This is an optimization exercise on Yosys and OpenROAD, whose aim is a short achievable clock period and few clock cycles, not a production implementation. The RTL was checked by simulation tests, not by an equivalence proof against the original design. Power and IR drop assume default switching activity.

===== flow/design.v =====
module proc (
   halt, imem_addr, dmem_addr, dmem_wdata, dmem_we,
   clk, rst, imem_rdata, dmem_rdata
   );
   input clk;
   input rst;
   output [15:0] imem_addr;
   input [15:0] imem_rdata;
   output [15:0] dmem_addr, dmem_wdata;
   output dmem_we;
   input [15:0] dmem_rdata;
   output halt;
   localparam BTB_N  = 8;               
   reg [15:0] pc;
   reg        d_valid;
   reg [15:0] d_instr;
   reg [15:0] d_pc;
   reg        d_hit;         
   reg        d_ptaken;      
   reg [15:0] d_ptgt;        
   reg        e_valid;
   reg        e_wr;
   reg [2:0]  e_dst;
   reg        e_load, e_store, e_halt;
   reg        e_bcond;       
   reg        e_jr;          
   reg        e_imm0;        
   reg [1:0]  e_bop;         
   reg        e_ctl;         
   reg        e_dtaken;      
   reg        e_ret;         
   reg        e_ptaken;
   reg [15:0] e_pc, e_pc2, e_target;
   reg [15:0] e_a, e_b, e_s;
   reg        e_az;          
   reg        e_aeqt;        
   reg        e_fa_m, e_fa_w, e_fb_m, e_fb_w, e_fs_m, e_fs_w;
   reg        e_r_add, e_r_sub, e_r_xor, e_r_andn, e_r_shift, e_r_btr,
              e_r_slbi, e_r_b, e_r_link, e_r_seq, e_r_slt, e_r_sle, e_r_sco;
   reg [1:0]  e_shop;        
   reg        m_wr, m_load, m_we, m_halt;
   reg [2:0]  m_dst;
   reg [15:0] m_result, m_sdata;
   reg        w_wr;
   reg [2:0]  w_dst;
   reg [15:0] w_data;
   reg [15:0] rf  [0:7];
   reg        rfz [0:7];
   reg [15:0] ras;
   reg [BTB_N-1:0]  btb_v;
   reg [14:0]       btb_tag [0:BTB_N-1];    
   reg [15:0]       btb_tgt [0:BTB_N-1];
   reg [1:0]        btb_ctr [0:BTB_N-1];
   reg              btb_ret [0:BTB_N-1];
   reg [2:0]        btb_rr;
   reg        p_valid;
   reg [15:0] p_tgt;
   reg        rst_r;
   reg        u_en, u_taken, u_ret;
   reg [15:0] u_pc, u_tgt;
   assign imem_addr = pc;
   reg [BTB_N-1:0] f_hitv;
   reg [BTB_N-1:0] f_tkv;
   reg [15:0]      f_ptgt;
   integer fi;
   always @(*) begin
      f_ptgt = 16'd0;
      for (fi = 0; fi < BTB_N; fi = fi + 1) begin
         f_hitv[fi] = btb_v[fi] & (btb_tag[fi] == pc[15:1]);
         f_tkv[fi]  = f_hitv[fi] & btb_ctr[fi][1];
         f_ptgt = f_ptgt | ({16{f_hitv[fi]}} & (btb_ret[fi] ? ras : btb_tgt[fi]));
      end
   end
   wire f_hit    = |f_hitv;
   wire f_ptaken = |f_tkv;
   wire [15:0] f_pc2 = pc + 16'd2;
   wire [15:0] f_next = f_ptaken ? f_ptgt : f_pc2;
   wire [4:0] op = d_instr[15:11];
   wire [2:0] rs = d_instr[10:8];
   wire [2:0] rt = d_instr[7:5];
   wire [2:0] rd = d_instr[4:2];
   wire i_halt  = (op == 5'b00000);
   wire i_j     = (op == 5'b00100);
   wire i_jr    = (op == 5'b00101);
   wire i_jal   = (op == 5'b00110);
   wire i_jalr  = (op == 5'b00111);
   wire i_alui  = (op[4:2] == 3'b010);           
   wire i_bcnd  = (op[4:2] == 3'b011);           
   wire i_st    = (op == 5'b10000);
   wire i_ld    = (op == 5'b10001);
   wire i_slbi  = (op == 5'b10010);
   wire i_stu   = (op == 5'b10011);
   wire i_shi   = (op[4:2] == 3'b101);           
   wire i_lbi   = (op == 5'b11000);
   wire i_btr   = (op == 5'b11001);
   wire i_shr   = (op == 5'b11010);
   wire i_alur  = (op == 5'b11011);
   wire i_cmp   = (op[4:2] == 3'b111);           
   wire [15:0] imm5s = {{11{d_instr[4]}}, d_instr[4:0]};
   wire [15:0] imm5z = {11'd0, d_instr[4:0]};
   wire [15:0] imm8s = {{8{d_instr[7]}}, d_instr[7:0]};
   wire [15:0] imm8z = {8'd0, d_instr[7:0]};
   wire [15:0] disps = {{5{d_instr[10]}}, d_instr[10:0]};
   wire use1 = ~(i_halt | (op == 5'b00001) | i_lbi | i_j | i_jal |
                 (op == 5'b00010) | (op == 5'b00011));
   wire use2 = i_alur | i_shr | i_cmp | i_st | i_stu;
   wire x_wr = i_alur | i_shr | i_cmp | i_btr | i_alui | i_shi | i_ld |
               i_stu | i_lbi | i_slbi | i_jal | i_jalr;
   wire [2:0] x_dst = (i_alur | i_shr | i_cmp | i_btr) ? rd :
                      (i_alui | i_shi | i_ld) ? rt :
                      (i_jal | i_jalr) ? 3'd7 : rs;
   wire w_hit1 = w_wr & (w_dst == rs);
   wire w_hit2 = w_wr & (w_dst == rt);
   wire [15:0] rf1 = w_hit1 ? w_data : rf[rs];
   wire [15:0] rf2 = w_hit2 ? w_data : rf[rt];
   wire hz1_e = e_valid & e_wr & (e_dst == rs);
   wire hz2_e = e_valid & e_wr & (e_dst == rt);
   wire hz1_m = m_wr & (m_dst == rs);
   wire hz2_m = m_wr & (m_dst == rt);
   wire ld_use = e_valid & e_load & ((use1 & hz1_e) | (use2 & hz2_e));
   wire d_stall = d_valid & ld_use;
   reg  [15:0] d_pc2;
   wire [15:0] br_tgt = d_pc2 + imm8s;
   wire [15:0] j_tgt  = d_pc2 + disps;
   wire bcnd_eff = i_bcnd & (d_instr[7:0] != 8'd0);
   wire jmp_eff  = (i_j | i_jal) & (d_instr[10:0] != 11'd0);
   wire jr_any   = i_jr | i_jalr;
   wire [15:0] ctl_tgt = i_bcnd ? br_tgt : j_tgt;
   wire w_zero = (w_data == 16'd0);
   wire m_zero = (m_result == 16'd0);
   wire d_zero = hz1_m ? m_zero : w_hit1 ? w_zero : rfz[rs];
   wire d_sign = hz1_m ? m_result[15] : rf1[15];
   wire d_ready = ~hz1_e & ~(hz1_m & m_load);
   wire d_taken = (op[1:0] == 2'b00) ? d_zero :
                  (op[1:0] == 2'b01) ? ~d_zero :
                  (op[1:0] == 2'b10) ? d_sign : ~d_sign;
   wire d_bres = bcnd_eff & d_ready;
   wire s_taken = jmp_eff | (bcnd_eff & d_instr[7]);
   wire d_redir_res  = d_bres & (d_taken ^ d_ptaken);
   wire d_redir_pred = ~d_bres & ~d_hit & s_taken;
   wire d_redirect   = d_valid & (d_redir_res | d_redir_pred);
   wire [15:0] d_redir_pc = (d_bres & ~d_taken) ? d_pc2 : ctl_tgt;
   wire x_ptaken = d_hit ? d_ptaken : s_taken;
   wire [15:0] a = e_fa_m ? m_result : e_fa_w ? w_data : e_a;
   wire [15:0] b = e_fb_m ? m_result : e_fb_w ? w_data : e_b;
   wire [15:0] s = e_fs_m ? m_result : e_fs_w ? w_data : e_s;
   wire [16:0] sum  = {1'b0, a} + {1'b0, b};
   wire [15:0] diff = b - a;
   wire        seq  = (a == b);
   wire        ltu  = (a[14:0] < b[14:0]);
   wire        slt  = (a[15] & ~b[15]) | (~(a[15] ^ b[15]) & ltu);    
   wire [31:0] rl   = {a, a} << b[3:0];
   wire [31:0] rr   = {a, a} >> b[3:0];
   wire [15:0] sh_rol = rl[31:16];
   wire [15:0] sh_sll = a << b[3:0];
   wire [15:0] sh_ror = rr[15:0];
   wire [15:0] sh_srl = a >> b[3:0];
   wire [15:0] shv = (e_shop == 2'b00) ? sh_rol :
                     (e_shop == 2'b01) ? sh_sll :
                     (e_shop == 2'b10) ? sh_ror : sh_srl;
   wire [15:0] btr;
   genvar gi;
   generate for (gi = 0; gi < 16; gi = gi + 1) begin : g_btr
      assign btr[gi] = a[15 - gi];
   end endgenerate
   wire cbit = (e_r_seq & seq) | (e_r_slt & slt) | (e_r_sle & (slt | seq)) |
               (e_r_sco & sum[16]);
   wire [15:0] result =
        ({16{e_r_add}}   & sum[15:0]) |
        ({16{e_r_sub}}   & diff) |
        ({16{e_r_xor}}   & (a ^ b)) |
        ({16{e_r_andn}}  & (a & ~b)) |
        ({16{e_r_shift}} & shv) |
        ({16{e_r_btr}}   & btr) |
        ({16{e_r_slbi}}  & {a[7:0], e_b[7:0]}) |
        ({16{e_r_b}}     & e_b) |
        ({16{e_r_link}}  & e_pc2) |
        {15'd0, cbit};
   wire a_zero = e_fa_m ? m_zero : e_fa_w ? w_zero : e_az;
   wire a_eqt  = e_fa_m ? (m_result == e_target) :
                 e_fa_w ? (w_data == e_target) : e_aeqt;
   wire taken = (e_bop == 2'b00) ? a_zero :
                (e_bop == 2'b01) ? ~a_zero :
                (e_bop == 2'b10) ? a[15] : ~a[15];
   wire jr_ok = e_ptaken & e_imm0 & a_eqt;
   wire e_mispredict = e_valid & ((e_bcond & (taken ^ e_ptaken)) |
                                  (e_jr & ~jr_ok));
   wire [15:0] e_fix_pc = e_jr ? a : taken ? e_target : e_pc2;
   wire [15:0] pc_d = d_stall ? pc : d_redirect ? d_redir_pc : f_next;
   wire [15:0] pc_next = p_valid ? p_tgt : e_mispredict ? e_fix_pc : pc_d;
   wire kill_d = p_valid | e_mispredict;
   always @(posedge clk) begin
      if (rst) p_valid <= 1'b0;
      else p_valid <= e_valid & e_jr & ~e_imm0;
      p_tgt <= sum[15:0];
      rst_r <= rst;
   end
   always @(posedge clk) begin
      if (rst) pc <= 16'd0;
      else pc <= pc_next;
   end
   always @(posedge clk) begin
      if (rst) begin
         d_valid <= 1'b0;
      end else if (kill_d) begin
         d_valid <= 1'b0;
      end else if (!d_stall) begin
         d_valid <= ~d_redirect;
      end
   end
   always @(posedge clk) begin
      if (!d_stall) begin
         d_instr  <= imem_rdata;
         d_pc     <= pc;
         d_pc2    <= f_pc2;
         d_hit    <= f_hit;
         d_ptaken <= f_ptaken;
         d_ptgt   <= f_ptgt;
      end
   end
   wire x_go = d_valid & ~d_stall;
   always @(posedge clk) begin
      if (rst) ras <= 16'd0;
      else if (x_go & (i_jal | i_jalr)) ras <= d_pc2;
   end
   always @(posedge clk) begin
      if (rst) e_valid <= 1'b0;
      else e_valid <= x_go & ~kill_d;
   end
   always @(posedge clk) begin
      e_wr     <= x_go & x_wr;
      e_load   <= x_go & i_ld;
      e_store  <= x_go & (i_st | i_stu);
      e_halt   <= x_go & i_halt;
      e_bcond  <= x_go & bcnd_eff & ~d_ready;
      e_jr     <= x_go & jr_any;
      e_imm0   <= (d_instr[7:0] == 8'd0);
      e_ret    <= i_jr & (rs == 3'd7);
      e_ctl    <= x_go & (bcnd_eff | jmp_eff | jr_any);
      e_dtaken <= jmp_eff | d_taken;
      e_dst    <= x_dst;
      e_bop    <= op[1:0];
      e_ptaken <= x_ptaken;
      e_pc     <= d_pc;
      e_pc2    <= d_pc2;
      e_target <= jr_any ? d_ptgt : ctl_tgt;
      e_a      <= rf1;
      e_az     <= w_hit1 ? w_zero : rfz[rs];
      e_aeqt   <= (rf1 == d_ptgt);
      e_b      <= (i_alui & ~op[1]) ? imm5s :
                  i_alui ? imm5z :
                  (i_shi | i_st | i_ld | i_stu) ? imm5s :
                  (i_lbi | jr_any) ? imm8s :
                  i_slbi ? imm8z : rf2;
      e_s      <= rf2;
      e_fa_m   <= hz1_e;
      e_fa_w   <= ~hz1_e & hz1_m;
      e_fb_m   <= use2 & ~i_st & ~i_stu & hz2_e;
      e_fb_w   <= use2 & ~i_st & ~i_stu & ~hz2_e & hz2_m;
      e_fs_m   <= hz2_e;
      e_fs_w   <= ~hz2_e & hz2_m;
      e_r_add  <= (i_alui & op[1:0] == 2'b00) | (i_alur & d_instr[1:0] == 2'b00) |
                  i_st | i_ld | i_stu;
      e_r_sub  <= (i_alui & op[1:0] == 2'b01) | (i_alur & d_instr[1:0] == 2'b01);
      e_r_xor  <= (i_alui & op[1:0] == 2'b10) | (i_alur & d_instr[1:0] == 2'b10);
      e_r_andn <= (i_alui & op[1:0] == 2'b11) | (i_alur & d_instr[1:0] == 2'b11);
      e_r_shift<= i_shi | i_shr;
      e_shop   <= i_shi ? op[1:0] : d_instr[1:0];
      e_r_btr  <= i_btr;
      e_r_slbi <= i_slbi;
      e_r_b    <= i_lbi;
      e_r_link <= i_jal | i_jalr;
      e_r_seq  <= (op == 5'b11100);
      e_r_slt  <= (op == 5'b11101);
      e_r_sle  <= (op == 5'b11110);
      e_r_sco  <= (op == 5'b11111);
   end
   always @(posedge clk) begin
      if (rst) begin
         m_wr   <= 1'b0;
         m_we   <= 1'b0;
         m_halt <= 1'b0;
         m_load <= 1'b0;
      end else begin
         m_wr   <= e_valid & e_wr;
         m_we   <= e_valid & e_store;
         m_halt <= e_valid & e_halt;
         m_load <= e_valid & e_load;
      end
   end
   always @(posedge clk) begin
      m_dst    <= e_dst;
      m_result <= result;
      m_sdata  <= s;
   end
   assign dmem_addr  = m_result;
   assign dmem_wdata = m_sdata;
   assign dmem_we    = m_we;
   assign halt       = m_halt;
   always @(posedge clk) begin
      if (rst) w_wr <= 1'b0;
      else w_wr <= m_wr;
   end
   always @(posedge clk) begin
      w_dst  <= m_dst;
      w_data <= m_load ? dmem_rdata : m_result;
   end
   integer k;
   always @(posedge clk) begin
      if (rst_r) begin
         for (k = 0; k < 8; k = k + 1) begin
            rf[k]  <= 16'd0;
            rfz[k] <= 1'b1;
         end
      end else if (w_wr) begin
         rf[w_dst]  <= w_data;
         rfz[w_dst] <= w_zero;
      end
   end
   always @(posedge clk) begin
      if (rst) u_en <= 1'b0;
      else u_en <= e_valid & e_ctl;
      u_taken <= e_jr | (e_bcond ? taken : e_dtaken);
      u_ret   <= e_ret;
      u_pc    <= e_pc;
      u_tgt   <= e_jr ? sum[15:0] : e_target;
   end
   reg [BTB_N-1:0] u_hitv;
   reg [1:0]       u_ctr;
   integer ui;
   always @(*) begin
      u_ctr = 2'b00;
      for (ui = 0; ui < BTB_N; ui = ui + 1) begin
         u_hitv[ui] = btb_v[ui] & (btb_tag[ui] == u_pc[15:1]);
         u_ctr = u_ctr | ({2{u_hitv[ui]}} & btb_ctr[ui]);
      end
   end
   wire u_match = |u_hitv;
   wire [1:0] u_inc = (u_ctr == 2'b11) ? 2'b11 : u_ctr + 2'b01;
   wire [1:0] u_dec = (u_ctr == 2'b00) ? 2'b00 : u_ctr - 2'b01;
   integer j;
   always @(posedge clk) begin
      if (rst) begin
         btb_v  <= {BTB_N{1'b0}};
         btb_rr <= 3'd0;
      end else if (u_en) begin
         if (u_match) begin
            for (j = 0; j < BTB_N; j = j + 1) if (u_hitv[j]) begin
               btb_tgt[j] <= u_taken ? u_tgt : btb_tgt[j];
               btb_ret[j] <= u_taken ? u_ret : btb_ret[j];
               btb_ctr[j] <= u_taken ? u_inc : u_dec;
            end
         end else if (u_taken) begin
            btb_v[btb_rr]   <= 1'b1;
            btb_tag[btb_rr] <= u_pc[15:1];
            btb_tgt[btb_rr] <= u_tgt;
            btb_ret[btb_rr] <= u_ret;
            btb_ctr[btb_rr] <= 2'b11;
            btb_rr <= btb_rr + 3'd1;
         end
      end
   end
endmodule

===== flow/flow/run.sh =====
#!/bin/bash
# The standard layout, with repair_timing aiming for a larger setup margin
# (the clock period and the constraints are unchanged).
sed 's/SETUP_SLACK_MARGIN=[0-9.]*/SETUP_SLACK_MARGIN=7/' standard.sh > standard_margin.sh
bash standard_margin.sh > standard.log 2>&1

===== flow/standard.sh =====
#!/bin/bash
# synth_recipe.tcl (not shown) runs the flow's synth.tcl, then flattens the netlist and writes it again
# the make line also repeats each setting of config.mk as NAME=value (left out here)
make -C /OpenROAD-flow-scripts/flow DESIGN_CONFIG=/design/flow/config.mk WORK_HOME=/design/flow/orfs CLKGATE_MAP_FILE= SYNTH_SCRIPT=/design/flow/synth_recipe.tcl "${@:-finish}"

===== flow/config.mk =====
export PLATFORM = sky130hd
export DESIGN_NAME = proc
export DESIGN_NICKNAME = proc
export VERILOG_FILES = /design/flow/design.v
export SDC_FILE = /design/flow/constraint.sdc
export NUM_CORES = 4
export LEC_CHECK = 0
export ABC_CLOCK_PERIOD_IN_PS = 2500
export CAP_MARGIN = 20
export CORE_MARGIN = 2
export CORE_UTILIZATION = 40
export SETUP_SLACK_MARGIN = 5
export SLEW_MARGIN = 20

===== flow/constraint.sdc =====
create_clock -name core_clock -period 10.0 [get_ports {clk}]
set_input_delay 2.0000 -clock core_clock [delete_from_list [all_inputs] [get_ports {clk}]]
set_output_delay 2.0000 -clock core_clock [all_outputs]
set_load 0.01 [all_outputs]

==> flow_metrics.env, run 1 <==
export IMPL_status="finished clean"
export IMPL_layout_nets=3896
export IMPL_grt_use_met3_pct=5.589
export IMPL_grt_pass1_wl_mm=200.4
export IMPL_vias=30371
export IMPL_synth_edf_count=449
export IMPL_syn_area_um2=39240
export IMPL_grt_max_degree=61
export IMPL_required_ps=10560
export IMPL_synth_distinct_cells=80
export IMPL_gr_total_overflow=0
export IMPL_whs_ps=316.8
export IMPL_yosys_warnings=1
export IMPL_use_met1_pct=36.45
export IMPL_drc=0
export IMPL_relSlewSlack_pct=26.43
export IMPL_root_buffer="clkbuf_16"
export IMPL_setup_ws_ps=6525
export IMPL_h_tree_depth=3
export IMPL_synth_fp_nets=3603
export IMPL_drt_total_wl_mm=140.3
export IMPL_drt_initial_drc_count=3350
export IMPL_grt_busiest_layer="met2"
export IMPL_hpwl_mm=87.89
export IMPL_port_buffers=83
export IMPL_gp_congestion=0.9367
export IMPL_clk_pin_slew_ps=70
export IMPL_start_kind="flop"
export IMPL_ys_seq_area_share_pct=50.69
export IMPL_synthTopCellsByArea="edfxtp_1 (34%), dfxtp_1 (16%), xnor2_1 (7.4%), mux2i_1 (6.9%), mux4_2 (3.8%)"
export IMPL_die_area_um2=100600
export IMPL_ir_worst_vdd_mv=0.1819
export IMPL_synth_top_area_cell="edfxtp_1"
export IMPL_syn_avg_cell_area_um2=11.22
export IMPL_holdCritPathClass="reg -> reg"
export IMPL_skew_ps=52.89
export IMPL_fmaxAchievable_mhz=287.8
export IMPL_cap_violations=0
export IMPL_setup_viol=0
export IMPL_hold_viol=0
export IMPL_ios=84
export IMPL_grtUsageTotal_pct=27.34
export IMPL_cts_hold_buf=0
export IMPL_cts_made_buffers=86
export IMPL_finalSetupTns_ps=0
export IMPL_cellPowerDensity_nw_per_um2=181.2
export IMPL_drive_gt1_share_pct=26.46
export IMPL_period_share_pct=34.75
export IMPL_synth_cells=3498
export IMPL_ctsLongestPathBuffers=3
export IMPL_p_leak_uw=0.01849
export IMPL_drtPass1Iterations=6
export IMPL_dp_slack_ps=4943
export IMPL_synth_top_area_share_pct=34.36
export IMPL_cp_arrival_ps=4040
export IMPL_wl_per_cell_um=27.29
export IMPL_area_delta_synth_final_pct=25.16
export IMPL_cts_sinks=769
export IMPL_worst_pin_slew_ps=1100
export IMPL_period_minus_slack_ps=3475
export IMPL_initial_utilization_pct=40.45
export IMPL_clk_latency_ps=680
export IMPL_top_regs="btb_tgt: 128 flops, rf: 128 flops, btb_tag: 120 flops"
export IMPL_synth_flop_cell="edfxtp_1"
export IMPL_path_class="reg -> reg"
export IMPL_cp_end_kind="flop"
export IMPL_rows=114
export IMPL_final_core_util_pct=50.63
export IMPL_path_max_fanout=8
export IMPL_fp_dieH_um=317.2
export IMPL_use_met2_pct=42.84
export IMPL_grt_pass1_vias=29143
export IMPL_ant_nets=0
export IMPL_rsz0062_at_grt="true"
export IMPL_ys_ff_latch=769
export IMPL_die_w_um=317.2
export IMPL_core_area_um2=96990
export IMPL_async_flop_share_pct=0
export IMPL_total_power_uw=8898
export IMPL_maxSlewViolCount=0
export IMPL_vias_per_cell=5.910
export IMPL_antenna_found_initial=5
export IMPL_cts_tree="yes"
synthesized netlist by cell type, drive strengths merged (8+ instances only):
| cell type | n |
|---|---|
| mux2 | 102 |
| nor3b | 8 |
| a221oi | 34 |
| o211ai | 25 |
| a221o | 9 |
| o2111ai | 16 |
| and2 | 143 |
| xor2 | 23 |
| nor4 | 26 |
| a31oi | 8 |
| o21ai | 179 |
| o21a | 28 |
| nor2b | 27 |
| o311ai | 9 |
| o221ai | 12 |
| ha | 68 |
| nand3 | 32 |
| inv | 95 |
| nor2 | 205 |
| a21o | 16 |
| o32ai | 11 |
| a21oi | 148 |
| nor3 | 45 |
| nand2b | 14 |
| xnor2 | 333 |
| edfxtp | 449 |
| or4 | 11 |
| or2 | 15 |
| nand2 | 213 |
| nand4 | 94 |
| buf | 73 |
| mux2i | 272 |
| clkbuf | 184 |
| dfxtp | 320 |
| a22oi | 25 |
| a211oi | 27 |
| o22ai | 41 |
| mux4 | 67 |
final cells by class:
class | instances | area [um2]
antenna | 1 | 2.502
clock buffer | 109 | 2354
clock inverter | 50 | 478.0
fill | 8553 | 47890
inverter | 98 | 456.7
multi-input combinational | 2376 | 19310
sequential | 769 | 20060
tap | 1276 | 1597
timing repair buffer | 459 | 4848
timing repair inverter | 1 | 5.005
kinds of logic (layout without fill, tap and decap cells):
group,after synthesis,after routing,share of synthesized area [%]
fa+ha+maj,73,73,2.373
mux,441,441,13.71
other cells,0,1,0
compound gates,646,646,10.63
simple gates,856,858,10.87
buf+inv,355,717,3.648
xor+xnor,358,358,8.081
flops,769,769,50.69
power by group:
part | total [uW] | internal [uW] | switching (uW)
Clock | 3210 | 1860 | 1350
Sequential | 3870 | 3590 | 284
Combinational | 1820 | 787 | 1040
metal layers:
layer | vias up | wire length, um
li1 | 13411 | -
met1 | 15077 | 57560
met2 | 1493 | 63610
met3 | 382 | 11780
met4 | 8 | 7256
met5 | - | 55
repair_timing:
action                                  in CTS  in global routing
endpoints found under the setup margin     508                238
buffers inserted                           214                 71
gates resized for setup                    581                141
pin swaps                                   73                 46
cloned                                      13                  3
critical path, stage by stage, from the launching register on:
cell      delay [ps]
dfxtp_4          420
mux2i_1          190
o21a_2           170
buf_12           150
ha_4             200
fa_2             250
o21ai_2           60
a21o_1           190
a21o_1           170
a221o_1          330
buf_4            150
buf_6            110
a21oi_4          140
nor2_1            60
a211oi_1         300
a21oi_1           90
or3_1            360
stage by stage:
step           cell area [um2]  cells
3_5_place_dp             41600   4678
2_1_floorplan            39760   3498
3_3_place_gp             41600   4678
5_1_grt                  49100   5138
4_1_cts                  47820   5064
6_report                 49110   5139
cell usage in the layout, fill, tap and decap left out, drive strengths merged, types with 28 or more instances in the layout:
cell / n
buf: 418
nor2: 205
nand2: 213
nand3: 32
clkdlybuf4s50: 32
dfxtp: 320
mux4: 67
o21a: 28
o21ai: 179
inv: 95
nand4: 94
mux2: 102
mux2i: 272
o22ai: 41
and2: 145
ha: 68
clkbuf: 113
nor3: 45
xnor2: 333
edfxtp: 449
a221oi: 34
clkinv: 37
a21oi: 148
final timing paths:
check / from / endpoint / slack (ps) / cells past startpoint
worst max-delay path: e_fb_w$_DFF_P_ / m_result[8]$_DFF_P_ / 6530 / 16
worst min-delay path: e_pc[8]$_DFF_P_ / u_pc[8]$_DFF_P_ / 320 / 0
worst max register to register: e_fb_w$_DFF_P_ / m_result[8]$_DFF_P_ / 6530 / 16
worst min register to register: e_pc[8]$_DFF_P_ / u_pc[8]$_DFF_P_ / 320 / 0
Testbench counts, summed over its fixed seeds: cycles 93,096.
==> inputs of run 2 (changes only) <==
--- a/flow/design.v
+++ b/flow/design.v
@@ -36,9 +36,12 @@
    reg        e_aeqt;        
    reg        e_fa_m, e_fa_w, e_fb_m, e_fb_w, e_fs_m, e_fs_w;
    reg        e_r_add, e_r_sub, e_r_xor, e_r_andn, e_r_shift, e_r_btr,
-              e_r_slbi, e_r_b, e_r_link, e_r_seq, e_r_slt, e_r_sle, e_r_sco;
+              e_r_slbi, e_r_b, e_r_link, e_cmp;
    reg [1:0]  e_shop;        
    reg        m_wr, m_load, m_we, m_halt;
+   reg        m_cmp;         
+   reg [15:0] m_ca, m_cb;
+   reg [1:0]  m_cop;         
    reg [2:0]  m_dst;
    reg [15:0] m_result, m_sdata;
    reg        w_wr;
@@ -117,7 +120,8 @@
    wire hz2_e = e_valid & e_wr & (e_dst == rt);
    wire hz1_m = m_wr & (m_dst == rs);
    wire hz2_m = m_wr & (m_dst == rt);
-   wire ld_use = e_valid & e_load & ((use1 & hz1_e) | (use2 & hz2_e));
+   wire e_late = e_load | e_cmp;
+   wire ld_use = e_valid & e_late & ((use1 & hz1_e) | (use2 & hz2_e));
    wire d_stall = d_valid & ld_use;
    reg  [15:0] d_pc2;
    wire [15:0] br_tgt = d_pc2 + imm8s;
@@ -130,7 +134,7 @@
    wire m_zero = (m_result == 16'd0);
    wire d_zero = hz1_m ? m_zero : w_hit1 ? w_zero : rfz[rs];
    wire d_sign = hz1_m ? m_result[15] : rf1[15];
-   wire d_ready = ~hz1_e & ~(hz1_m & m_load);
+   wire d_ready = ~hz1_e & ~(hz1_m & (m_load | m_cmp));
    wire d_taken = (op[1:0] == 2'b00) ? d_zero :
                   (op[1:0] == 2'b01) ? ~d_zero :
                   (op[1:0] == 2'b10) ? d_sign : ~d_sign;
@@ -144,11 +148,8 @@
    wire [15:0] a = e_fa_m ? m_result : e_fa_w ? w_data : e_a;
    wire [15:0] b = e_fb_m ? m_result : e_fb_w ? w_data : e_b;
    wire [15:0] s = e_fs_m ? m_result : e_fs_w ? w_data : e_s;
-   wire [16:0] sum  = {1'b0, a} + {1'b0, b};
+   wire [15:0] sum  = a + b;
    wire [15:0] diff = b - a;
-   wire        seq  = (a == b);
-   wire        ltu  = (a[14:0] < b[14:0]);
-   wire        slt  = (a[15] & ~b[15]) | (~(a[15] ^ b[15]) & ltu);    
    wire [31:0] rl   = {a, a} << b[3:0];
    wire [31:0] rr   = {a, a} >> b[3:0];
    wire [15:0] sh_rol = rl[31:16];
@@ -163,10 +164,8 @@
    generate for (gi = 0; gi < 16; gi = gi + 1) begin : g_btr
       assign btr[gi] = a[15 - gi];
    end endgenerate
-   wire cbit = (e_r_seq & seq) | (e_r_slt & slt) | (e_r_sle & (slt | seq)) |
-               (e_r_sco & sum[16]);
    wire [15:0] result =
-        ({16{e_r_add}}   & sum[15:0]) |
+        ({16{e_r_add}}   & sum) |
         ({16{e_r_sub}}   & diff) |
         ({16{e_r_xor}}   & (a ^ b)) |
         ({16{e_r_andn}}  & (a & ~b)) |
@@ -174,8 +173,7 @@
         ({16{e_r_btr}}   & btr) |
         ({16{e_r_slbi}}  & {a[7:0], e_b[7:0]}) |
         ({16{e_r_b}}     & e_b) |
-        ({16{e_r_link}}  & e_pc2) |
-        {15'd0, cbit};
+        ({16{e_r_link}}  & e_pc2);
    wire a_zero = e_fa_m ? m_zero : e_fa_w ? w_zero : e_az;
    wire a_eqt  = e_fa_m ? (m_result == e_target) :
                  e_fa_w ? (w_data == e_target) : e_aeqt;
@@ -192,7 +190,7 @@
    always @(posedge clk) begin
       if (rst) p_valid <= 1'b0;
       else p_valid <= e_valid & e_jr & ~e_imm0;
-      p_tgt <= sum[15:0];
+      p_tgt <= sum;
       rst_r <= rst;
    end
    always @(posedge clk) begin
@@ -265,15 +263,12 @@
       e_r_xor  <= (i_alui & op[1:0] == 2'b10) | (i_alur & d_instr[1:0] == 2'b10);
       e_r_andn <= (i_alui & op[1:0] == 2'b11) | (i_alur & d_instr[1:0] == 2'b11);
       e_r_shift<= i_shi | i_shr;
-      e_shop   <= i_shi ? op[1:0] : d_instr[1:0];
+      e_shop   <= i_shi ? op[1:0] : i_cmp ? op[1:0] : d_instr[1:0];
       e_r_btr  <= i_btr;
       e_r_slbi <= i_slbi;
       e_r_b    <= i_lbi;
       e_r_link <= i_jal | i_jalr;
-      e_r_seq  <= (op == 5'b11100);
-      e_r_slt  <= (op == 5'b11101);
-      e_r_sle  <= (op == 5'b11110);
-      e_r_sco  <= (op == 5'b11111);
+      e_cmp    <= i_cmp;
    end
    always @(posedge clk) begin
       if (rst) begin
@@ -281,15 +276,20 @@
          m_we   <= 1'b0;
          m_halt <= 1'b0;
          m_load <= 1'b0;
+         m_cmp  <= 1'b0;
       end else begin
          m_wr   <= e_valid & e_wr;
          m_we   <= e_valid & e_store;
          m_halt <= e_valid & e_halt;
          m_load <= e_valid & e_load;
+         m_cmp  <= e_valid & e_cmp;
       end
    end
    always @(posedge clk) begin
       m_dst    <= e_dst;
+      m_ca     <= a;
+      m_cb     <= b;
+      m_cop    <= e_shop;
       m_result <= result;
       m_sdata  <= s;
    end
@@ -297,13 +297,20 @@
    assign dmem_wdata = m_sdata;
    assign dmem_we    = m_we;
    assign halt       = m_halt;
+   wire [16:0] csum = {1'b0, m_ca} + {1'b0, m_cb};
+   wire        ceq  = (m_ca == m_cb);
+   wire        cltu = (m_ca[14:0] < m_cb[14:0]);
+   wire        clt  = (m_ca[15] & ~m_cb[15]) | (~(m_ca[15] ^ m_cb[15]) & cltu);
+   wire        cbit = (m_cop == 2'b00) ? ceq :
+                      (m_cop == 2'b01) ? clt :
+                      (m_cop == 2'b10) ? (clt | ceq) : csum[16];
    always @(posedge clk) begin
       if (rst) w_wr <= 1'b0;
       else w_wr <= m_wr;
    end
    always @(posedge clk) begin
       w_dst  <= m_dst;
-      w_data <= m_load ? dmem_rdata : m_result;
+      w_data <= m_load ? dmem_rdata : m_cmp ? {15'd0, cbit} : m_result;
    end
    integer k;
    always @(posedge clk) begin
@@ -323,7 +330,7 @@
       u_taken <= e_jr | (e_bcond ? taken : e_dtaken);
       u_ret   <= e_ret;
       u_pc    <= e_pc;
-      u_tgt   <= e_jr ? sum[15:0] : e_target;
+      u_tgt   <= e_jr ? a : e_target;
    end
    reg [BTB_N-1:0] u_hitv;
    reg [1:0]       u_ctr;
==> flow_metrics.env, run 2 <==
export IMPL_wl_met3_mm=16.15
export IMPL_ys_ff_latch=801
export IMPL_grt_pass1_wl_mm=214.8
export IMPL_holdPathStages=0
export IMPL_worstHoldStart="e_pc[13]$_DFF_P_"
export IMPL_synth_top_area_share_pct=33.36
export IMPL_grtUsageTotal_pct=28.40
export IMPL_status="finished clean"
export IMPL_ir_worst_vdd_mv=0.1510
export IMPL_synth_fp_nets=3752
export IMPL_cap_violations=0
export IMPL_cp_top_family="compound AO/OA/AOI/OAI gates"
export IMPL_fmaxAchievable_mhz=296.0
export IMPL_p_leak_uw=0.01943
export IMPL_synth_cells=3616
export IMPL_timing_critical_path_buf_inv=2
export IMPL_cp_common_cell="a221o_1"
export IMPL_wl_met1_mm=61.18
export IMPL_layout_nets=4135
export IMPL_cp_slowest_cell="dfxtp_4"
export IMPL_ys_seq_area_share_pct=50.80
export IMPL_relSlewSlack_pct=26.09
export IMPL_top_layer="met4"
export IMPL_synth_edf_count=449
export IMPL_synth_top_area_cell="edfxtp_1"
export IMPL_vias=32173
export IMPL_synth_flop_cell="edfxtp_1"
export IMPL_setup_viol=0
export IMPL_r2r_end="m_result[15]$_DFF_P_"
export IMPL_vias_per_cell=5.987
export IMPL_cp_arrival_ps=3960
export IMPL_ios=84
export IMPL_rows=116
export IMPL_met2_length_mm=66.74
export IMPL_r2r_start="e_fb_w$_DFF_P_"
export IMPL_core_area_um2=100100
export IMPL_antenna_found_initial=2
export IMPL_wl_per_cell_um=28.37
export IMPL_cts_made_buffers=88
export IMPL_min_to="u_pc[13]$_DFF_P_"
export IMPL_top_regs="btb_tgt: 128 flops, rf: 128 flops, btb_tag: 120 flops"
export IMPL_syn_area_um2=40420
export IMPL_cellPowerDensity_nw_per_um2=183.8
export IMPL_grt_pass1_vias=30801
export IMPL_drt_total_wl_mm=152.5
export IMPL_hpwl_mm=93.09
export IMPL_path_max_fanout=8
export IMPL_finalSetupTns_ps=0
export IMPL_maxSlewViolCount=0
export IMPL_cts_tree="yes"
export IMPL_drc=0
export IMPL_most_common_layout_cells="edfxtp_1 (449), buf_4 (309), xnor2_1 (304)"
export IMPL_ctsLongestPathBuffers=3
export IMPL_cts_sinks=801
export IMPL_initial_utilization_pct=40.36
export IMPL_area_delta_synth_final_pct=28.44
export IMPL_path_cells="mux2i_1 -> o21a_2 -> buf_12 -> clkinvlp_4 -> ha_4 -> nor2b_2 -> o21a_1 -> o21bai_2 -> a21oi_2 -> a221oi_2 -> a221o_1 -> o31a_1 -> o31ai_2 -> xnor2_1 -> a221o_1"
export IMPL_mostFrequentLayoutCell="edfxtp_1"
export IMPL_r2r_slack_ps=6620
export IMPL_synthTopCellsByArea="edfxtp_1 (33%), dfxtp_1 (17%), xnor2_1 (6.8%), mux2i_1 (5.4%), mux4_2 (3.8%)"
export IMPL_yosysMostFrequentCell="edfxtp_1"
export IMPL_die_w_um=321.9
export IMPL_h_tree_depth=3
export IMPL_worst_pin_slew_ps=1105
export IMPL_drt_initial_drc_count=3528
export IMPL_required_ps=10580
export IMPL_drive_gt1_share_pct=29.06
export IMPL_rsz0062_at_grt="true"
export IMPL_holdCritPathClass="reg -> reg"
export IMPL_start_kind="flop"
export IMPL_gr_total_overflow=0
export IMPL_syn_avg_cell_area_um2=11.18
export IMPL_port_buffers=83
export IMPL_die_area_um2=103600
export IMPL_total_power_uw=9540
export IMPL_clk_pin_slew_ps=60
export IMPL_rr_worst_depth=15
export IMPL_hold_viol=0
export IMPL_grt_max_degree=53
export IMPL_drtPass1Iterations=6
export IMPL_period_share_pct=33.78
export IMPL_ant_nets=0
export IMPL_async_flop_share_pct=0
export IMPL_period_minus_slack_ps=3378
export IMPL_slowest_delay_ps=410
export IMPL_root_buffer="clkbuf_16"
export IMPL_fp_dieH_um=321.9
export IMPL_synth_distinct_cells=79
export IMPL_yosys_warnings=1
export IMPL_synthTopCellsByCount="edfxtp_1 (449), dfxtp_1 (352), xnor2_1 (315), nand2_1 (244), mux2i_1 (217)"
export IMPL_skew_ps=39.16
export IMPL_cp_end_kind="flop"
export IMPL_clk_latency_ps=700
export IMPL_gp_congestion=0.9984
export IMPL_path_class="reg -> reg"
-- run 2: cell types whose count changed in the layout (fill, tap and decap cells not counted), moves of 16 or more --
cell,before,now
xor2_1,19,35
nand2b_1,12,32
xnor2_1,324,304
ha_1,55,86
mux2i_1,262,207
buf_4,267,309
nand2_1,199,231
a21oi_1,125,153
buf_12,61,79
buf_6,67,85
o21ai_0,132,107
dfxtp_1,258,281
-- run 2: area by class of cell --
cell class / instances / area, um2
Timing Repair inverter: 3 / 35.03
Clock buffer: 109 / 2455
Multi-Input combinational cell: 2447 / 19860
Sequential cell: 801 / 20730
Timing Repair Buffer: 541 / 5884
Antenna cell: 2 / 5.005
Inverter: 117 / 575.6
Tap cell: 1298 / 1624
Clock inverter: 56 / 742.0
Fill cell: 8587 / 48240
-- run 2: cells by family after synthesis --
| kind of cell | Yosys count | synth area share [%] |
|---|---|---|
| muxes | 402 | 12.42 |
| and+or+nand+nor | 924 | 11.48 |
| DFF | 801 | 50.80 |
| buffers and inverters | 373 | 3.616 |
| adders and majority gates | 105 | 3.288 |
| AOI/OAI and AO/OA | 656 | 10.62 |
| xor gates and xnor gates | 355 | 7.780 |
-- run 2: stage by stage --
step	std cells	worst slack [ps]	util [%]	hold slack [ps]	cell area [um2]
finish	5374	6622	51.83	323.8	51910
global route	5372	6513	51.83	326.9	51900
CTS	5296	6687	50.33	324.4	50410
detailed placement	4813	4842	42.79	312.1	42850
global placement	4813	4838	42.79	310.2	42850
floorplan	3616	6057	-	309.6	41120
-- run 2: worst reg2reg max path, cell delays in order, from the launching register on --
cell and delay [ps]:
dfxtp_4 410, mux2i_1 200, o21a_2 190, buf_12 120, clkinvlp_4 130, ha_4 250, nor2b_2 110, o21a_1 150
o21bai_2 100, a21oi_2 220, a221oi_2 100, a221o_1 330, o31a_1 280, o31ai_2 210, xnor2_1 120, a221o_1 340
-- run 2: worst max path at each step --
stage,start,endpoint,slack (ps),cells past startpoint
floorplan,rst,btb_ret[5]$_DFFE_PP_,6060,5
global placement,u_pc[6]$_DFF_P_,btb_tgt[5][6]$_DFFE_PP_,4840,11
detailed placement,u_pc[6]$_DFF_P_,btb_tgt[5][7]$_DFFE_PP_,4840,11
CTS,flop,pc[10]$_SDFFE_PP0P_,6690,11
global route,e_fb_w$_DFF_P_,m_result[15]$_DFF_P_,6510,15
finish,e_fb_w$_DFF_P_,m_result[15]$_DFF_P_,6620,15
-- run 2: power by group --
group	switching [uW]	leakage [uW]	total, uW	internal, uW
logic	1120	0.0105	1970	846
clock network	1460	0.00155	3560	2100
registers	273	0.00737	4010	3730
total	2860	0.0194	9540	6680
-- run 2: timing repair --
action	in CTS	in global routing
hold endpoints to repair	0	0
setup endpoints to repair	499	379
pin swaps	79	78
hold buffers	0	0
gates resized for setup	589	176
gates cloned	16	11
buffers inserted	302	65
-- run 2: layer usage --
metal / track usage (%) / vias to the layer above
li1: - / 13970
met1: 38.05 / 15840
met2: 42.95 / 1916
met3: 6.646 / 447
met4: 14.32 / 0
met5: 0 / -
Testbench counts of run 2, summed over its fixed seeds: cycles 93,622.
==> inputs of run 3 (changes only) <==
--- a/flow/design.v
+++ b/flow/design.v
@@ -18,6 +18,7 @@
    reg        d_hit;         
    reg        d_ptaken;      
    reg [15:0] d_ptgt;        
+   reg [7:0]  d_rs1h, d_rt1h;    
    reg        e_valid;
    reg        e_wr;
    reg [2:0]  e_dst;
@@ -35,6 +36,7 @@
    reg        e_az;          
    reg        e_aeqt;        
    reg        e_fa_m, e_fa_w, e_fb_m, e_fb_w, e_fs_m, e_fs_w;
+   reg        e_faa_m, e_faa_w, e_fba_m, e_fba_w;
    reg        e_r_add, e_r_sub, e_r_xor, e_r_andn, e_r_shift, e_r_btr,
               e_r_slbi, e_r_b, e_r_link, e_cmp;
    reg [1:0]  e_shop;        
@@ -107,6 +109,8 @@
    wire use1 = ~(i_halt | (op == 5'b00001) | i_lbi | i_j | i_jal |
                  (op == 5'b00010) | (op == 5'b00011));
    wire use2 = i_alur | i_shr | i_cmp | i_st | i_stu;
+   wire x_addsub = (i_alui & ~op[1]) | (i_alur & ~d_instr[1]) | i_st | i_ld | i_stu |
+                   i_jr | i_jalr;
    wire x_wr = i_alur | i_shr | i_cmp | i_btr | i_alui | i_shi | i_ld |
                i_stu | i_lbi | i_slbi | i_jal | i_jalr;
    wire [2:0] x_dst = (i_alur | i_shr | i_cmp | i_btr) ? rd :
@@ -114,8 +118,21 @@
                       (i_jal | i_jalr) ? 3'd7 : rs;
    wire w_hit1 = w_wr & (w_dst == rs);
    wire w_hit2 = w_wr & (w_dst == rt);
-   wire [15:0] rf1 = w_hit1 ? w_data : rf[rs];
-   wire [15:0] rf2 = w_hit2 ? w_data : rf[rt];
+   reg  [15:0] rf_rs, rf_rt;
+   reg         rfz_rs;
+   integer ri;
+   always @(*) begin
+      rf_rs = 16'd0;
+      rf_rt = 16'd0;
+      rfz_rs = 1'b0;
+      for (ri = 0; ri < 8; ri = ri + 1) begin
+         rf_rs = rf_rs | ({16{d_rs1h[ri]}} & rf[ri]);
+         rf_rt = rf_rt | ({16{d_rt1h[ri]}} & rf[ri]);
+         rfz_rs = rfz_rs | (d_rs1h[ri] & rfz[ri]);
+      end
+   end
+   wire [15:0] rf1 = w_hit1 ? w_data : rf_rs;
+   wire [15:0] rf2 = w_hit2 ? w_data : rf_rt;
    wire hz1_e = e_valid & e_wr & (e_dst == rs);
    wire hz2_e = e_valid & e_wr & (e_dst == rt);
    wire hz1_m = m_wr & (m_dst == rs);
@@ -132,7 +149,7 @@
    wire [15:0] ctl_tgt = i_bcnd ? br_tgt : j_tgt;
    wire w_zero = (w_data == 16'd0);
    wire m_zero = (m_result == 16'd0);
-   wire d_zero = hz1_m ? m_zero : w_hit1 ? w_zero : rfz[rs];
+   wire d_zero = hz1_m ? m_zero : w_hit1 ? w_zero : rfz_rs;
    wire d_sign = hz1_m ? m_result[15] : rf1[15];
    wire d_ready = ~hz1_e & ~(hz1_m & (m_load | m_cmp));
    wire d_taken = (op[1:0] == 2'b00) ? d_zero :
@@ -148,8 +165,10 @@
    wire [15:0] a = e_fa_m ? m_result : e_fa_w ? w_data : e_a;
    wire [15:0] b = e_fb_m ? m_result : e_fb_w ? w_data : e_b;
    wire [15:0] s = e_fs_m ? m_result : e_fs_w ? w_data : e_s;
-   wire [15:0] sum  = a + b;
-   wire [15:0] diff = b - a;
+   wire [15:0] aa = e_faa_m ? m_result : e_faa_w ? w_data : e_a;
+   wire [15:0] ba = e_fba_m ? m_result : e_fba_w ? w_data : e_b;
+   wire [15:0] sum  = aa + ba;
+   wire [15:0] diff = ba - aa;
    wire [31:0] rl   = {a, a} << b[3:0];
    wire [31:0] rr   = {a, a} >> b[3:0];
    wire [15:0] sh_rol = rl[31:16];
@@ -214,6 +233,8 @@
          d_hit    <= f_hit;
          d_ptaken <= f_ptaken;
          d_ptgt   <= f_ptgt;
+         d_rs1h   <= 8'd1 << imem_rdata[10:8];
+         d_rt1h   <= 8'd1 << imem_rdata[7:5];
       end
    end
    wire x_go = d_valid & ~d_stall;
@@ -243,7 +264,7 @@
       e_pc2    <= d_pc2;
       e_target <= jr_any ? d_ptgt : ctl_tgt;
       e_a      <= rf1;
-      e_az     <= w_hit1 ? w_zero : rfz[rs];
+      e_az     <= w_hit1 ? w_zero : rfz_rs;
       e_aeqt   <= (rf1 == d_ptgt);
       e_b      <= (i_alui & ~op[1]) ? imm5s :
                   i_alui ? imm5z :
@@ -255,6 +276,10 @@
       e_fa_w   <= ~hz1_e & hz1_m;
       e_fb_m   <= use2 & ~i_st & ~i_stu & hz2_e;
       e_fb_w   <= use2 & ~i_st & ~i_stu & ~hz2_e & hz2_m;
+      e_faa_m  <= x_addsub & hz1_e;
+      e_faa_w  <= x_addsub & ~hz1_e & hz1_m;
+      e_fba_m  <= x_addsub & use2 & ~i_st & ~i_stu & hz2_e;
+      e_fba_w  <= x_addsub & use2 & ~i_st & ~i_stu & ~hz2_e & hz2_m;
       e_fs_m   <= hz2_e;
       e_fs_w   <= ~hz2_e & hz2_m;
       e_r_add  <= (i_alui & op[1:0] == 2'b00) | (i_alur & d_instr[1:0] == 2'b00) |
==> flow_metrics.env, run 3 <==
export IMPL_status="finished clean"
export IMPL_stdcell_count=5593
export IMPL_r2r_slack_ps=6680
export IMPL_rows=118
export IMPL_slowest_delay_ps=460
export IMPL_fin_area_um2=51300
export IMPL_synthAdderAreaFrac_pct=3.187
export IMPL_dp_cells=5169
export IMPL_ant_nets=0
export IMPL_port_buffers=83
export IMPL_async_flop_share_pct=0
export IMPL_setup_viol=0
export IMPL_r2r_end="pc[12]$_SDFFE_PP0P_"
export IMPL_period_share_pct=33.23
export IMPL_syn_area_um2=41690
export IMPL_fillers=9163
export IMPL_ys_ff_latch=815
export IMPL_synth_top_area_cell="edfxtp_1"
export IMPL_relSlewSlack_pct=30.70
export IMPL_finalSetupTns_ps=0
export IMPL_worst_pin_slew_ps=1038
export IMPL_path_class="reg -> reg"
export IMPL_grt_pass1_vias=31695
export IMPL_synth_xor_area_share_pct=7.482
export IMPL_synth_distinct_cells=103
export IMPL_maxSlewViolCount=0
export IMPL_die_w_um=326.8
export IMPL_min_to="u_pc[14]$_DFF_P_"
export IMPL_synthTopCellsByArea="edfxtp_1 (33%), dfxtp_1 (17%), mux2i_1 (6.9%), xnor2_1 (6.5%), ha_1 (3.0%)"
export IMPL_synth_flop_cell="edfxtp_1"
export IMPL_cts_made_buffers=89
export IMPL_rsz0062_at_grt="true"
export IMPL_p_leak_uw=0.01917
export IMPL_holdCritPathClass="reg -> reg"
export IMPL_cts_tree="yes"
export IMPL_gr_total_overflow=0
export IMPL_yosys_warnings=1
export IMPL_worstHoldStart="e_pc[14]$_DFF_P_"
export IMPL_holdPathStages=0
export IMPL_core_area_um2=103500
export IMPL_drt_total_wl_mm=152.8
export IMPL_ios=84
export IMPL_ir_worst_vdd_mv=0.1473
export IMPL_path_max_fanout=5
export IMPL_path_cells="buf_12 -> and2b_2 -> nand2_4 -> nand2_2 -> nand2_2 -> ha_4 -> a211oi_2 -> nor2_2 -> buf_4 -> a211o_1 -> a211oi_2 -> nor3_1 -> mux2_2 -> a311oi_2 -> a21oi_1"
export IMPL_die_area_um2=106800
export IMPL_required_ps=10550
export IMPL_grt_max_degree=44
export IMPL_drtPass1Iterations=7
export IMPL_cp_end_kind="flop"
export IMPL_synth_fp_nets=4049
export IMPL_synth_simple_gate_area_share_pct=12.29
export IMPL_clk_latency_ps=700
export IMPL_gp_congestion=0.9397
export IMPL_synth_edf_count=465
export IMPL_cts_sinks=815
export IMPL_clk_pin_slew_ps=60
export IMPL_grtUsageTotal_pct=27.80
export IMPL_dp_slack_ps=5175
export IMPL_mostFrequentLayoutCell="edfxtp_1"
export IMPL_layout_nets=4271
export IMPL_yosysMostFrequentCell="edfxtp_1"
export IMPL_r2r_start="d_instr[15]$_DFFE_PN_"
export IMPL_h_tree_depth=3
export IMPL_hold_viol=0
export IMPL_initial_utilization_pct=40.28
export IMPL_most_common_layout_cells="edfxtp_1 (465), xnor2_1 (297), nand2_1 (284)"
export IMPL_fmaxAchievable_mhz=300.9
export IMPL_synth_top_area_share_pct=33.49
export IMPL_hpwl_mm=97.43
export IMPL_period_minus_slack_ps=3323
export IMPL_drive_gt1_share_pct=22.55
export IMPL_drt_initial_drc_count=4420
export IMPL_setup_ws_ps=6677
export IMPL_start_kind="flop"
export IMPL_vias=33528
export IMPL_fp_dieH_um=326.8
export IMPL_cellPowerDensity_nw_per_um2=184.6
export IMPL_area_delta_synth_final_pct=23.05
export IMPL_skew_ps=77.90
export IMPL_synth_cells=3913
export IMPL_cp_arrival_ps=3880
export IMPL_synth_compound_area_share_pct=13.81
export IMPL_rr_worst_depth=15
export IMPL_place_area_um2=43910
export IMPL_drc=0
export IMPL_total_power_uw=9467
export IMPL_vias_per_cell=5.995
export IMPL_ctsLongestPathBuffers=3
export IMPL_cap_violations=0
export IMPL_root_buffer="clkbuf_16"
export IMPL_wl_per_cell_um=27.33
export IMPL_synthTopCellsByCount="edfxtp_1 (465), dfxtp_1 (350), xnor2_1 (309), nand2_1 (300), mux2i_1 (286)"
export IMPL_antenna_found_initial=8
export IMPL_synth_top_family_by_area="compound AO/OA/AOI/OAI gates"
export IMPL_syn_avg_cell_area_um2=10.65
export IMPL_synthMuxAreaShare_pct=8.461
export IMPL_grt_pass1_wl_mm=219.4
export IMPL_ys_seq_area_share_pct=50.30
export IMPL_top_regs="btb_tgt: 128 flops, rf: 128 flops, btb_tag: 120 flops"
export IMPL_cp_slowest_cell="edfxtp_1"
run 3: timing repair:
action	4_1_cts	5_1_grt
hold buffers	0	0
gates resized for setup	603	143
setup endpoints to repair	495	398
pin swaps	84	67
cloned	9	1
endpoints found under the hold margin	0	0
buffers inserted	187	58
run 3: final cells by class:
type / count / area (um2) / area share (%)
flip-flops and latches: 815 / 21140 / 41.20
clock inverters: 42 / 460.4 / 0.8976
inverters: 136 / 556.8 / 1.085
multi-input cells: 2657 / 20260 / 39.49
diodes: 1 / 2.502 / 0.004878
repair buffers: 435 / 4479 / 8.732
repair inverters: 1 / 7.507 / 0.01463
well taps: 1380 / 1727 / 3.366
clock buffers: 126 / 2670 / 5.205
run 3: logic make-up (layout without fill, tap and decap cells):
| group | Yosys count | after routing |
|---|---|---|
| other cells | 0 | 1 |
| flops | 815 | 815 |
| mux | 344 | 344 |
| buf+inv | 445 | 740 |
| simple gates | 1008 | 1012 |
| fa+ha+maj | 105 | 105 |
| compound gates | 844 | 844 |
| xor+xnor | 352 | 352 |
run 3: how the worst max path moves through the flow:
stage | startpoint | to | slack [ps] | cells after the start
CTS | pc[4]$_SDFFE_PP0P_ | imem_addr[4] | 6670 | 2
floorplan | rst | btb_ret[6]$_DFFE_PP_ | 6630 | 6
finish | d_instr[15]$_DFFE_PN_ | pc[12]$_SDFFE_PP0P_ | 6680 | 15
global placement | rst | btb_tgt[0][14]$_DFFE_PP_ | 5190 | 7
detailed placement | rst | btb_tgt[0][13]$_DFFE_PP_ | 5180 | 7
global route | d_instr[15]$_DFFE_PN_ | pc[12]$_SDFFE_PP0P_ | 6580 | 15
run 3: worst max-delay path, delay by kind of cell (launching register included):
family / cells / cell delay [ps]
compound gates: 5 / 1170
fa+ha+maj: 1 / 240
mux: 1 / 280
buf+inv: 2 / 310
simple gates: 6 / 710
flops: 1 / 460
run 3: report_power, final:
part	internal [uW]	switching [uW]	total, uW
sequential	3790	327	4120
combinational	768	1110	1880
clock	2000	1470	3470
run 3: metrics by stage:
| stage | utilization (%) | hold WS (ps) |
|---|---|---|
| final | 49.56 | 324.4 |
| after global routing | 49.56 | 331.8 |
| after CTS | 48.44 | 326.0 |
| after detailed placement | 42.43 | 312.1 |
| after global placement | 42.42 | 309.5 |
| after floorplan | - | 309.6 |
run 3: routing by layer:
metal	wire length [um]	GRT usage, %	vias up	share of wire [%]
li1	-	-	14695	-
met1	62770	38.36	16454	41
met2	66850	41.92	1918	44
met3	15960	6.060	455	10
met4	7218	12.12	6	4.7
met5	34	0	-	0.022
Testbench counts of run 3, summed over its fixed seeds: cycles 93,622.

## what the ideal ports hide
Ports are ideal in the flow. The routed layouts listed here were re-timed in OpenROAD.
Step 1 sets driving cells, clkbuf_16 on the clock port and buf_2 on the other inputs (assumed; they add their load-dependent delay and slew).
Step 2 adds t to the input delays and takes it off the output delays; t is the mean of the earliest and latest rising clock arrival at the registers after step 1. Input paths then give back, and output paths get back, about the clock's delay inside the block.
Slacks: no drivers / after step 1 / after step 2; pairs: no drivers / after step 1.
run	t (ns)	slack for setup (ns)	worst setup path after step 2	latest minus earliest clock arrival (ns)
run 1	0.723	6.525 / 6.525 / 6.208	input to register	0.055 / 0.054
run 2	0.746	6.622 / 6.622 / 6.113	input to register	0.043 / 0.042
run 3	0.734	6.677 / 6.620 / 6.221	input to register	0.078 / 0.078
After both steps setup and hold are still met in every run listed. The setup slack of run 2, which loses most, moves by 0.000 ns with the drivers and by -0.509 ns with both steps.
